This is an optimization exercise on Yosys and OpenROAD, whose aim is small area and a short achievable clock period, not a production implementation.
Only simulation tests tie the RTL to the original design; equivalence was not proved.
Power is estimated from default activity; no workload was simulated.

## flow/design.v (module list and top-level ports; edited modules follow where they fit)
// module systolic_top: 50 lines
// module pe00: 2495 lines
// module pe01: 2490 lines
// module pe10: 2497 lines
// module pe11: 2492 lines
module systolic_top (
    input  wire        clk,
    input  wire        reset,
    input  wire        enable,
    input  wire [63:0] data_input,
    input  wire [63:0] weights_input,
    output wire [63:0] result_out,
    output wire        finished
);
  // ...
==> flow/flow/run.sh <==
#!/bin/bash
# Standard synthesis and layout (the standard.sh). Timing repair aims at a
# setup margin well beyond what the 10 ns period needs, so the resizer keeps
# working the worst path down; TNS_END_PERCENT 0 limits it to the worst path.
# The SDC is not touched.
set -euo pipefail
bash standard.sh SETUP_SLACK_MARGIN=6.6 TNS_END_PERCENT=0 finish > standard_flow.log 2>&1
==> flow/standard.sh <==
#!/bin/bash
# synth_recipe.tcl (not shown) runs the flow's synth.tcl, then flattens the netlist and writes it again
# the make line also repeats each setting of config.mk as NAME=value (left out here)
make -C /OpenROAD-flow-scripts/flow DESIGN_CONFIG=/design/flow/config.mk WORK_HOME=/design/flow/orfs CLKGATE_MAP_FILE= SYNTH_SCRIPT=/design/flow/synth_recipe.tcl "${@:-finish}"
==> flow/config.mk <==
export PLATFORM = sky130hd
export DESIGN_NAME = systolic_top
export DESIGN_NICKNAME = systolic_top
export VERILOG_FILES = /design/flow/design.v
export SDC_FILE = /design/flow/constraint.sdc
export NUM_CORES = 4
export LEC_CHECK = 0
export CAP_MARGIN = 20
export CORE_MARGIN = 2
export CORE_UTILIZATION = 40
export PLACE_DENSITY = 0.6
export SLEW_MARGIN = 20
==> flow/constraint.sdc <==
create_clock -name core_clock -period 10.0 [get_ports {clk}]
set_input_delay 2.0000 -clock core_clock [delete_from_list [all_inputs] [get_ports {clk}]]
set_output_delay 2.0000 -clock core_clock [all_outputs]
set_load 0.01 [all_outputs]
==> impl_metrics.toml, run 1 <==
[routing]
detailroute.wirelength.met2_um = 156000
drt_pass1_iterations = 6

[place]
dp_hpwl_um = 234000
post_dp_cell_area_mm2 = 0.135

[setup_path]
worst_reg_to_reg_setup_slack_ns = 6.47
cp.arrival_ns = 4.42
timing.critical_path.buf_inv = 3
slowest_stage = "or4_1"

[clock_tree]
tritoncts = "done"
post_cts_hold_buffer_count = 0

[outcome]
outcome = "timing/DRC/antenna clean"

[synthesis]
yosys.area_share.xor_xnor = 0.0226
yosys.cell_count.top_type = "nand2_1"
async_flop_share = 0

[power_and_ir_drop]
p_sw_mw = 4.25
power_sequential_mw = 8.15
switching_share = 0.239

[global_route]
global_route.peak_usage_layer = "met2"
grt_use_met2 = 0.328
grt_max_degree = 196
gr-usage-met1 = 0.291

[die]
floorplan.die_area_mm2 = 0.331
die_w_um = 575

[worst_hold_path]
worst_hold_path.num_cells = 2

[sta]
final.min_clock_period_ns = 3.60
setup-tns-final_ns = 0
final.setup.worst_slack_ns = 6.40
==> run 2: changes to the inputs <==
==> flow/flow/run.sh (replaced) <==
#!/bin/bash
# Standard synthesis and layout (the standard.sh) with these changes:
# - timing repair aims at a setup margin well beyond what the 10 ns period
#   needs, so the resizer keeps working the worst paths down (TNS_END_PERCENT
#   10 limits it to the worst tenth of the endpoints), and may resize across
#   cell footprints;
# - a denser core;
# - larger clock-tree sink clusters (fewer clock buffers);
# - port buffers are buf_4 cells.
# The SDC is not touched.
set -euo pipefail
bash standard.sh SETUP_SLACK_MARGIN=6.8 TNS_END_PERCENT=10 MATCH_CELL_FOOTPRINT=0 \
  CORE_UTILIZATION=65 PLACE_DENSITY=0.75 \
  CTS_CLUSTER_SIZE=24 CTS_CLUSTER_DIAMETER=80 \
  "BUFFER_PORTS_ARGS=-buffer_cell sky130_fd_sc_hd__buf_4" \
  finish > standard_flow.log 2>&1
==> run 2 against run 1 <==
Against the previous run:
- critical endpoint is now u01.q2[14]
- global-route usage up 14 points
- die area down 38%
- final area down 0.25%
- wire length up 9.5%
- via count up 8.2%
- sequential share of layout area up 0.36 points
- still clean
- highest routed layer unchanged
==> impl_metrics.toml, run 2 <==
[outcome]
outcome = "timing/DRC/antenna clean"

[sta]
final_min_period_over_clock_period = 0.339
final.min_clock_period_ns = 3.39
slew_headroom = 0.329
fmax_mhz = 295
worst_clock_skew_ns = 0.0631
setup-tns-final_ns = 0
final.setup.worst_slack_ns = 6.61
finalSetupViolCount = 0
finalHoldViolations = 0
report.final.slew_viol_count = 0
timing_worst_slew_pin_value_ns = 1.01
grt_setup_unrepaired = "true"

[power_and_ir_drop]
p_sw_mw = 3.86
seqPwrFrac = 0.552
switching_share = 0.262
cellInternalPower_mw = 10.8
power_per_cell_area_mw_per_mm2 = 103
clock_power_share = 0.384
total_leakage_power_nw = 54.5
ir_worst_vdd_mv = 0.168
p_comb_frac = 0.064

[final_layout]
area_growth_syn_to_layout_pct = 9.70
largest_registers = "sk1 x192, sk0 x64"
max_ffs_per_register = 192
utilization = 0.717
largest_register = "sk1"
design.final.nets = 16900
most_common_cell_after_layout_fill_and_taps_aside = "nand2_1"
fill_cells = 14700
mostFrequentLayoutCells = "nand2_1 (3954), dfxtp_1 (1806), fa_1 (1679)"
layout-drive-gt1-share = 0.0881

[clock_tree]
clk_path_buf_depth = 3
post_cts_hold_buffer_count = 0
clkSinkCount = 2014
tritoncts = "done"
clk_transition_reported_paths_ns = 0.10
cts_made_buffers = 118
clock_tree_root = "clkbuf_16"
clkLatencyLatePin_ns = 0.84
cts-htree-levels = 3

[routing]
ant_nets = 0
vias_per_cell = 5.81
drt_first_iter_violations = 10100
drt_pass1_iterations = 6
dr_total_vias = 101000
routed_wl_um = 372000
remaining_drc_errors = 0
drt-wirelength-per-cell_um = 21.3

[die]
floorplan.die_area_mm2 = 0.204
floorplan.core_area_mm2 = 0.200
row_count = 164
floorplan.initialDensity = 0.654
floorplan.io_pins = 196
die-height_um = 452
die_w_um = 452

[synthesis]
synth_top_area_share = 0.309
synth.yosys.warnings = 9
async_flop_share = 0
yosys.cell_count.top_type = "nand2_1"
netlist-cell-type-count = 61
yosys-top-cells-area = "dfxtp_1 (31%), fa_1 (27%), nand2_1 (12%), a21oi_1 (5.7%), inv_1 (4.8%)"
ys_dominant_reg_cell = "dfxtp_1"
synth_commonest_cells = "nand2_1 (4018), dfxtp_1 (2014), fa_1 (1756), inv_1 (1662), a21oi_1 (1498)"
synth_edf_count = 0
synth_largest_area_cell = "dfxtp_1"
avgSynthCellArea_um2 = 8.72
ys_seq_elements = 2014
netlist_area_mm2 = 0.131
synthesis.instances = 15000
synth_nets = 17100
yosysSeqAreaShare = 0.309

[setup_path]
worstSetupPathType = "primary input to flop"
cp.arrival_ns = 4.15
timing.critical_path.required_ns = 10.75
critical_path_peak_fanout = 57
worst_r2r_path_depth = 12
setup.worst_path.end_class = "flop"
critical_path.startpoint_type = "primary input"

[worst_hold_path]
hp-class = "flop to flop"
worst_hold_path.num_cells = 2

[place]
place_ws_ns = 3.64
place.port_buffers = 195
dp_hpwl_um = 232000
gp_routability_congestion = 0.910

[global_route]
first_global_vias = 102000
globalRoute.totalOverflow = 0
grt.total_usage = 0.338
initial_antenna_violation_count = 31
grt_pass1_wl_um = 554000
grt_max_degree = 191

[job]
cap_viol_max_count = 0
==> run 2: cell counts after synthesis <==
Identical to the previous run, type by type.
==> run 2: cell families (layout without fill, tap and decap cells) <==
kind of cell / count (synthesis) / count (layout) / synth area share
compound gates: 1809 / 1809 / 0.0749
xor+xnor: 333 / 333 / 0.0226
fa+ha+maj: 2018 / 2018 / 0.294
buf+inv: 2632 / 2436 / 0.0790
flops: 2014 / 2014 / 0.309
mux: 416 / 416 / 0.0319
other cells: 0 / 23 / 0
simple gates: 5748 / 5755 / 0.188
==> run 2: path summary, 6_finish.rpt <==
kind / slack, ns / startpoint / endpoint
max: 6.61 / enable / u01.q2[14]
max reg2reg: 6.61 / L / u11.x1_16_0
min reg2reg: 0.43 / u10.e1[27] / u10.e2[27]
min: 0.43 / u10.e1[27] / u10.e2[27]
==> run 2: through the flow <==
stage / cell area (um2) / power (mW) / instances / hold WS, ns
after floorplan: 131000 / 8.84 / 15000 / 0.425
after global placement: 132000 / 9.05 / 16900 / 0.435
after detailed placement: 132000 / 9.07 / 16900 / 0.441
after CTS: 138000 / 14.7 / 17200 / 0.420
after global routing: 143000 / 15.1 / 17500 / 0.420
final: 143000 / 14.7 / 17500 / 0.435
==> run 2: power groups by stage <==
| stage | Clock [mW] | Combinational (mW) | Sequential (mW) |
|---|---|---|---|
| final | 5.64 | 0.944 | 8.12 |
| after CTS | 5.68 | 0.862 | 8.14 |
| after global routing | 5.99 | 0.995 | 8.13 |
| after detailed placement | 0 | 0.736 | 8.33 |
| after global placement | 0 | 0.721 | 8.33 |
| after floorplan | 0 | 0.548 | 8.30 |
==> run 2: final cells by class <==
type	instances	area, um2	area share
multi-input combinational	10300	81000	0.566
tap	2656	3320	0.0232
inverter	1662	6250	0.0437
timing repair inverter	1	16.3	0.000114
clock inverter	67	1000	0.00699
antenna	23	57.6	0.000402
sequential	2014	40800	0.285
timing repair buffer	579	7610	0.0531
clock buffer	127	3060	0.0214
==> run 2: critical path, stage by stage <==
cell	delay, ns
buf_16	0.21
buf_16	0.18
nand2_8	0.16
buf_16	0.29
buf_16	0.22
buf_16	0.32
or4_1	0.49
nand3_1	0.07
==> run 2: metal layers <==
layer	share of wire	track usage	wire, um	up-vias
met1	0.39	0.450	146000	50400
met4	0.054	0.156	20100	2
met5	0.000019	0	7	-
li1	-	-	-	45100
met2	0.46	0.549	170000	4875
met3	0.095	0.0510	35100	1022
==> run 2: what timing repair did <==
item	in CTS	in global routing
resized for setup	279	651
setup buffers	26	191
gates cloned	41	52
setup endpoints to repair	2079	1545
pin swaps	60	376
==> run 3: changes to the inputs <==
==> flow/flow/run.sh (replaced) <==
#!/bin/bash
# Standard synthesis and layout (the standard.sh) with these changes:
# - timing repair aims at a setup margin well beyond what the 10 ns period
#   needs, so the resizer keeps working the worst path down (TNS_END_PERCENT 0
#   keeps it on the worst path), and may resize across cell footprints;
# - a denser core;
# - larger clock-tree sink clusters (fewer clock buffers);
# - port buffers are buf_4 cells.
# The SDC is not touched.
set -euo pipefail
bash standard.sh SETUP_SLACK_MARGIN=6.8 TNS_END_PERCENT=0 MATCH_CELL_FOOTPRINT=0 \
  CORE_UTILIZATION=60 PLACE_DENSITY=0.7 \
  CTS_CLUSTER_SIZE=24 CTS_CLUSTER_DIAMETER=80 \
  "BUFFER_PORTS_ARGS=-buffer_cell sky130_fd_sc_hd__buf_4" \
  finish > standard_flow.log 2>&1
==> run 3 against run 2 <==
Against the previous run:
- clock skew down 0.026 ns
- combinational power decreased by 11%
- die area up 8.3%
- synthesized area unchanged
- sequential cell count is the same
- first-iteration DRC count decreased by 28%
- critical path depth is 1 lower
- worst hold slack improved by 0.0057 ns
- sequential share of layout area rose by 0.78 points
- highest routed layer unchanged
- clock power grew 6.0%
- core utilization down 7.7 points
- global-route usage fell by 2.6 points
==> impl_metrics.toml, run 3 <==
[outcome]
outcome = "timing/DRC/antenna clean"

[setup_path]
cp.arrival_ns = 4.20
worst_r2r_path_depth = 8
critical_path_peak_fanout = 47
critical_path.startpoint_type = "primary input"
worst_reg_to_reg_setup_slack_ns = 6.57
r2r_start = "u00.os[28]"
timing.critical_path.from = "enable"
timing.critical_path.required_ns = 10.75
worstReg2RegEnd = "u10.x1_28_0"
worstSetupPathType = "primary input to flop"
setup.worst_path.end_class = "flop"

[synthesis]
async_flop_share = 0
synth_largest_area_cell = "dfxtp_1"
synth_edf_count = 0
synth_commonest_cells = "nand2_1 (4018), dfxtp_1 (2014), fa_1 (1756), inv_1 (1662), a21oi_1 (1498)"
ys_dominant_reg_cell = "dfxtp_1"
ys_seq_elements = 2014
synth.yosys.warnings = 9
avgSynthCellArea_um2 = 8.72
netlist-cell-type-count = 61
yosysSeqAreaShare = 0.309
synth_top_area_share = 0.309
netlist_area_mm2 = 0.131
synth_nets = 17100
synthesis.instances = 15000
yosys.cell_count.top_type = "nand2_1"
yosys-top-cells-area = "dfxtp_1 (31%), fa_1 (27%), nand2_1 (12%), a21oi_1 (5.7%), inv_1 (4.8%)"

[routing]
remaining_drc_errors = 0
drt-wirelength-per-cell_um = 19.9
ant_nets = 0
routed_wl_um = 347000
drt_pass1_iterations = 6
vias_per_cell = 5.55
dr_total_vias = 96700
drt_first_iter_violations = 7297

[final_layout]
max_ffs_per_register = 192
most_common_cell_after_layout_fill_and_taps_aside = "nand2_1"
largest_register = "sk1"
fill_cells = 18300
stdcell_count = 17400
design.final.nets = 16600
area_growth_syn_to_layout_pct = 6.23
layout-drive-gt1-share = 0.0510
largest_registers = "sk1 x192, sk0 x64"
mostFrequentLayoutCells = "nand2_1 (4009), dfxtp_1 (1871), fa_1 (1752)"

[clock_tree]
cts_made_buffers = 130
post_cts_hold_buffer_count = 0
clkLatencyLatePin_ns = 0.83
clk_path_buf_depth = 3
clkSinkCount = 2014
clock_tree_root = "clkbuf_16"
cts-htree-levels = 4
tritoncts = "done"
clk_transition_reported_paths_ns = 0.10

[sta]
timing_worst_slew_pin_value_ns = 0.974
fin_worst_hold_slack_ns = 0.440
finalSetupViolCount = 0
final.min_clock_period_ns = 3.44
setup-tns-final_ns = 0
grt_setup_unrepaired = "true"
slew_headroom = 0.350
finalHoldViolations = 0
final.setup.worst_slack_ns = 6.56
final_min_period_over_clock_period = 0.344
worst_clock_skew_ns = 0.0372
report.final.slew_viol_count = 0
fmax_mhz = 290

[power_and_ir_drop]
p_comb_frac = 0.056
ir_worst_vdd_mv = 0.152
switching_share = 0.256
p_sw_mw = 3.83
seqPwrFrac = 0.544
power_per_cell_area_mw_per_mm2 = 108
clock_power_share = 0.400
total_leakage_power_nw = 52.4
cellInternalPower_mw = 11.1

[global_route]
first_global_vias = 99200
initial_antenna_violation_count = 17
grt_pass1_wl_um = 550000
grt_max_degree = 197
globalRoute.totalOverflow = 0
grt.total_usage = 0.312

[place]
dp_hpwl_um = 238000
place_inst = 17100
place.port_buffers = 195
gp_routability_congestion = 0.896
place_ws_ns = 4.48

[worst_hold_path]
hp-class = "flop to flop"
min_to = "u00.q2[5]"
worst_hold_path.num_cells = 2
worst_hold_startpoint = "u00.q1[5]"

[die]
floorplan.initialDensity = 0.602
die_w_um = 470
floorplan.core_area_mm2 = 0.217
row_count = 171
floorplan.io_pins = 196
floorplan.die_area_mm2 = 0.221
die-height_um = 470

[job]
cap_viol_max_count = 0
[run 3: cell counts after synthesis]
Identical to the previous run, type by type.
[run 3: cells by family after synthesis]
family / synth area share
buffers and inverters: 0.0790
AOI/OAI and AO/OA: 0.0749
xor gates and xnor gates: 0.0226
and+or+nand+nor: 0.188
muxes: 0.0319
DFF: 0.309
adders and majority gates: 0.294
[run 3: what timing repair did]
action                     in CTS  in global routing
gates resized for setup       173                185
pin swaps                       3                 14
buffers inserted               11                 26
setup endpoints to repair    2015               1683
gates cloned                   16                  8
[run 3: stage by stage]
step | util | power (mW) | cell area, um2
floorplan | - | 8.84 | 131000
global placement | 0.611 | 9.07 | 132000
detailed placement | 0.611 | 9.08 | 132000
CTS | 0.636 | 15.1 | 138000
global route | 0.640 | 15.4 | 139000
finish | 0.640 | 15.0 | 139000
[run 3: worst max-delay path by stage]
stage                      to
6_report           u11.os[30]
5_1_grt        result_out[40]
4_1_cts        result_out[39]
3_5_place_dp       u01.x0_1_0
3_3_place_gp      u00.x3_21_0
2_1_floorplan       u00.cy1_1
[run 3: area by class of cell]
type                            instances  area [um2]  area share
Antenna cell                           12        30.0    0.000217
Clock buffer                          149        3540      0.0256
Clock inverter                         74         937     0.00676
Inverter                             1662        6260      0.0452
Multi-Input combinational cell      10300       80100       0.578
Sequential cell                      2014       40600       0.293
Tap cell                             2854        3570      0.0258
Timing Repair Buffer                  331        3580      0.0258
[run 3: power groups by stage]
stage	Sequential [mW]	Combinational, mW	Clock, mW
2_1_floorplan	8.30	0.547	0
3_3_place_gp	8.33	0.738	0
3_5_place_dp	8.34	0.749	0
4_1_cts	8.14	0.812	6.10
5_1_grt	8.14	0.903	6.36
6_report	8.13	0.838	5.98
[run 3: routing by layer]
metal  vias to the layer above  routed length (um)  global-route usage
met5                         -                  35                   0
met3                       610               23200              0.0484
met4                         6               14300               0.119
li1                      44600                   -                   -
met1                     48500              146000               0.417
met2                      2973              163000               0.513
[run 3: worst max-delay path, cell delays in order]
cell	delay (ns)
buf_16	0.24
and2_4	0.43
nand2b_4	0.22
nor2_4	0.11
buf_4	0.68
o31a_1	0.26
a32o_1	0.15

==> separate check: timing with driven ports <==
The results above use ideal ports. As a check the final layouts listed here were re-extracted and re-timed, cells and wires unchanged. Step 1 assumes that a clkbuf_16 drives the clock port and a buf_2 every other input. Step 2 times the ports against the registers' clock, not the clock port: input delays grow and output delays shrink by t, the midpoint of the rising clock arrivals with the driver on. Three values: ideal ports, drivers, drivers and shift; two values: the first two.
run	t, ns	setup WS [ns]	hold WS [ns]	pins driven straight from the clock port
run 1	0.979	6.401 / 6.365 / 5.458	0.419 / 0.419 / 0.419	1
run 2	0.899	6.606 / 6.495 / 5.595	0.435 / 0.435 / 0.435	1
run 3	0.903	6.557 / 6.489 / 5.586	0.440 / 0.440 / 0.440	1
After both steps every run listed still meets setup and hold. The setup slack of run 2, which loses most, moves by -0.111 ns with the drivers and by -1.011 ns with both steps.
